Background: an optimization exercise with open tools, aiming at small area, a short achievable clock period and few clock cycles per item. Do not read the settings as production practice. Function was checked by simulation only, so behaviour that the tests miss may differ from the original.

==> inputs of job 2624 <==
Design matrix_mul, start of the top module:
module matrix_mul (
    input wire clk,
    input wire rst_n,
    input wire [127:0] matrix_a,
    input wire [127:0] matrix_b,
    input wire start,
    output wire done,
    output reg [255:0] result
);
==> flow/config.mk <==
export PLATFORM = sky130hd
export DESIGN_NAME = matrix_mul
export DESIGN_NICKNAME = matrix_mul
export VERILOG_FILES = /design/flow/design.v
export SDC_FILE = /design/flow/constraint.sdc
export NUM_CORES = 4
export LEC_CHECK = 0
export CAP_MARGIN = 20
export CORE_MARGIN = 2
export CORE_UTILIZATION = 40
export SETUP_SLACK_MARGIN = 3.0
export SLEW_MARGIN = 20
==> flow/constraint.sdc <==
create_clock -name core_clock -period 8.0 [get_ports {clk}]
set_input_delay 1.6000 -clock core_clock [delete_from_list [all_inputs] [get_ports {clk}]]
set_output_delay 1.6000 -clock core_clock [all_outputs]
set_load 0.01 [all_outputs]
standard.sh (not shown) runs the stock make flow with config.mk's settings and CLKGATE_MAP_FILE= SYNTH_SCRIPT=/design/flow/synth_recipe.tcl, a recipe that flattens the netlist after the stock synthesis.
==> flow/flow/run.sh <==
#!/bin/bash
# The standard layout with two changes:
#  - every input and output port gets a 1x buffer (sky130_fd_sc_hd__buf_1)
#    instead of the default delay buffer;
#  - after synthesis, flow/fa_polarity.tcl picks the polarity of each full
#    adder so that fewer inverters sit between adders (no register changes).
# make's output goes to standard.log; each ORFS step logs under orfs/logs/.
set -euo pipefail
export BUFFER_PORTS_ARGS="-buffer_cell sky130_fd_sc_hd__buf_1"
export POST_SYNTH_TCL="$PWD/flow/fa_polarity.tcl"
bash standard.sh finish > standard.log 2>&1
Other scripts of this flow, unchanged in this note and not shown: flow/flow/fa_polarity.tcl
==> job 4378 (differences from job 2624) <==
--- a/flow/config.mk
+++ b/flow/config.mk
@@ -8,5 +8,5 @@
 export CAP_MARGIN = 20
 export CORE_MARGIN = 2
 export CORE_UTILIZATION = 40
-export SETUP_SLACK_MARGIN = 3.0
+export SETUP_SLACK_MARGIN = 5.0
 export SLEW_MARGIN = 20
==> job 3632 (differences from job 2624) <==
--- a/flow/config.mk
+++ b/flow/config.mk
@@ -8,5 +8,5 @@
 export CAP_MARGIN = 20
 export CORE_MARGIN = 2
 export CORE_UTILIZATION = 40
-export SETUP_SLACK_MARGIN = 3.0
+export SETUP_SLACK_MARGIN = 4.0
 export SLEW_MARGIN = 20
==> comparison table <==
| quantity | job 3632 | job 2624 | job 4378 |
|---|---|---|---|
| Outcome | timing/DRC/antenna clean | timing/DRC/antenna clean | timing/DRC/antenna clean |
| Delay of the slowest cell on the worst path | 0.54 ns | 0.61 ns | 0.57 ns |
| Routed len/inst | 23.74 µm | 19.63 µm | 25.69 µm |
| Detailed route wirelength on metal2 | 71350 µm | 56650 µm | 79670 µm |
| Sequential cell area | 6748 µm² | 6585 µm² | 6773 µm² |
| Arrival @ worst endpoint | 4.91 ns | 5.30 ns | 4.76 ns |
| Number of buffers added for setup after CTS | 122 | 0 | 425 |
| Seq/total area | 12.44% | 13.91% | 11.26% |
| Maximum number of pins on one net before global-route repair | 142 | 162 | 129 |
| Required time at the worst-slack endpoint | 8.56 ns | 8.52 ns | 8.47 ns |
| Worst-case setup margin in the final layout | 3.648 ns | 3.220 ns | 3.710 ns |
| Drt pass-1 iters | 5 | 7 | 7 |
| Iteration-0 DRC count of the detailed router | 2176 | 1496 | 2221 |
Testbench counts of job 2624, summed over its fixed seeds: cycles 1,784, items 256.
Testbench counts of job 4378, summed over its fixed seeds: cycles 1,784, items 256.
Testbench counts of job 3632, summed over its fixed seeds: cycles 1,784, items 256.

========
==> job 1182 <==
Another version of the RTL of matrix_mul (not shown whole).
==> flow/config.mk <==
export PLATFORM = sky130hd
export DESIGN_NAME = matrix_mul
export DESIGN_NICKNAME = matrix_mul
export VERILOG_FILES = /design/flow/design.v
export SDC_FILE = /design/flow/constraint.sdc
export NUM_CORES = 4
export LEC_CHECK = 0
export ABC_AREA = 1
export CAP_MARGIN = 20
export CORE_MARGIN = 2
export CORE_UTILIZATION = 55
export CTS_BUF_LIST = sky130_fd_sc_hd__clkbuf_4 sky130_fd_sc_hd__clkbuf_8
export SETUP_SLACK_MARGIN = 3.5
export SLEW_MARGIN = 20
==> flow/constraint.sdc <==
create_clock -name core_clock -period 8.0 [get_ports {clk}]
set_input_delay 1.6000 -clock core_clock [delete_from_list [all_inputs] [get_ports {clk}]]
set_output_delay 1.6000 -clock core_clock [all_outputs]
set_load 0.01 [all_outputs]
Scripts as last shown in full above: flow/flow/run.sh
Other scripts of this flow, unchanged in this note and not shown: flow/flow/fa_polarity.tcl
==> inputs of job 3505, as changes to job 1182 <==
Settings changed: CORE_UTILIZATION 55 to 40, SETUP_SLACK_MARGIN 3.5 to 3.8, TNS_END_PERCENT set to 5.
==> comparison <==
Against job 3505, the clock skew of job 1182 is lower by 0.017 ns. In job 1182 the final area is lower than in job 3505, by 3.1%. Between job 1182 and job 3505, the lower non-clock buffer count is in job 1182 (gap 40). Of job 3505 and job 1182, job 3505 has the higher register-to-register slack (gap 0.24 ns).
Testbench counts of job 1182, summed over its fixed seeds: cycles 1,784, items 256.
Testbench counts of job 3505, summed over its fixed seeds: cycles 1,784, items 256.

========
==> run a <==
matrix_mul, a different RTL version from the one above (not shown whole).
clock: 8.0 ns
lec_check: 0
abc_area: 1
cap_margin: 20
core_margin: 2
core_utilization: 40
cts_buf_list: sky130_fd_sc_hd__clkbuf_4 sky130_fd_sc_hd__clkbuf_8
setup_slack_margin: 3.9
slew_margin: 20
Scripts as last shown in full above: flow/flow/run.sh
Other scripts of this flow, unchanged in this note and not shown: flow/flow/fa_polarity.tcl
==> run b (differences from run a) <==
--- a/flow/config.mk
+++ b/flow/config.mk
@@ -10,5 +10,5 @@
 export CORE_MARGIN = 2
-export CORE_UTILIZATION = 40
+export CORE_UTILIZATION = 50
 export CTS_BUF_LIST = sky130_fd_sc_hd__clkbuf_4 sky130_fd_sc_hd__clkbuf_8
-export SETUP_SLACK_MARGIN = 3.9
+export SETUP_SLACK_MARGIN = 3.8
 export SLEW_MARGIN = 20
==> run c (differences from run a) <==
--- a/flow/config.mk
+++ b/flow/config.mk
@@ -12,3 +12,3 @@
 export CTS_BUF_LIST = sky130_fd_sc_hd__clkbuf_4 sky130_fd_sc_hd__clkbuf_8
-export SETUP_SLACK_MARGIN = 3.9
+export SETUP_SLACK_MARGIN = 3.8
 export SLEW_MARGIN = 20
==> comparison table <==
metric                                                                       run c                    run b                    run a
Met1 usage in global routing                                                0.2919                   0.3846                   0.3044
Reg-to-reg critical path endpoint                              result[141]$_DFF_P_      result[199]$_DFF_P_      result[154]$_DFF_P_
Source of the worst hold timing path                            result[80]$_DFF_P_       result[96]$_DFF_P_       result[80]$_DFF_P_
Tap Cells                                                                     1488                     1165                     1488
Outcome                                                    complete, no violations  complete, no violations  complete, no violations
First-iteration detailed-routing DRC count                                    1883                     2338                     2134
Highest layer used for signal routing                                         met5                     met4                     met4
Final non-clock buffer share                                               0.06855                  0.07052                  0.08581
Vias                                                                         36650                    36890                    37440
Post-layout instance count excluding filler cells                             7352                     7039                     7410
Number of non-clock buffers in the layout                                      610                      620                      669
Worst hold slack across all endpoints                                     580.7 ps                 584.2 ps                 581.8 ps
Total setup buffers inserted after CTS                                           1                        1                       13
Final layout net count                                                        7219                     7226                     7278
Detailed-routed wire length on met2                                       65190 um                 64960 um                 70960 um
Vias in the first global route                                               37690                    37390                    37640
Final core utilization                                                      0.4581                   0.5685                   0.4696
Global-route usage over all layers                                          0.2393                   0.2914                   0.2424
Worst path buffer plus inverter count                                            1                        1                        2
Number of vias per cell                                                      4.986                    5.240                    5.052
Worst Tran Pin Value                                                       1011 ps                  1064 ps                  1011 ps
Testbench counts of run a, summed over its fixed seeds: cycles 1,784, items 256.
Testbench counts of run b, summed over its fixed seeds: cycles 1,784, items 256.
Testbench counts of run c, summed over its fixed seeds: cycles 1,784, items 256.

port drivers added, routing unchanged:
No port has a modelled driver above. Below, the same layouts with a new extraction and two added sets of constraints.
Step 1 (the two cells are an assumption about what drives the block):
set clk [get_ports {clk}]
set_driving_cell -lib_cell sky130_fd_sc_hd__clkbuf_16 $clk
set_driving_cell -lib_cell sky130_fd_sc_hd__buf_2 [delete_from_list [all_inputs] $clk]
Step 2 adds t to the input delays and takes it off the output delays; t is the mean of the earliest and latest rising clock arrival at the registers after step 1. Input paths then give back, and output paths get back, about the clock's delay inside the block.
Three values: no drivers, after step 1, after step 2; two values: the first two.
run | shift t [ns] | setup slack, ns | worst hold slack (ns)
job 2624 | 0.690 | 3.220 / 3.220 / 3.220 | 0.497 / 0.497 / 0.497
job 4378 | 0.709 | 3.710 / 3.710 / 3.710 | 0.525 / 0.525 / 0.525
job 3632 | 0.705 | 3.648 / 3.648 / 3.648 | 0.584 / 0.584 / 0.584
job 1182 | 0.754 | 3.754 / 3.754 / 3.754 | 0.579 / 0.579 / 0.579
job 3505 | 0.794 | 3.997 / 3.997 / 3.997 | 0.586 / 0.586 / 0.586
run a | 0.786 | 4.046 / 4.022 / 4.046 | 0.582 / 0.582 / 0.582
run b | 0.771 | 3.964 / 3.964 / 3.964 | 0.584 / 0.584 / 0.584
run c | 0.791 | 3.966 / 3.966 / 3.966 | 0.581 / 0.581 / 0.581
After both steps setup and hold are still met in every run listed.
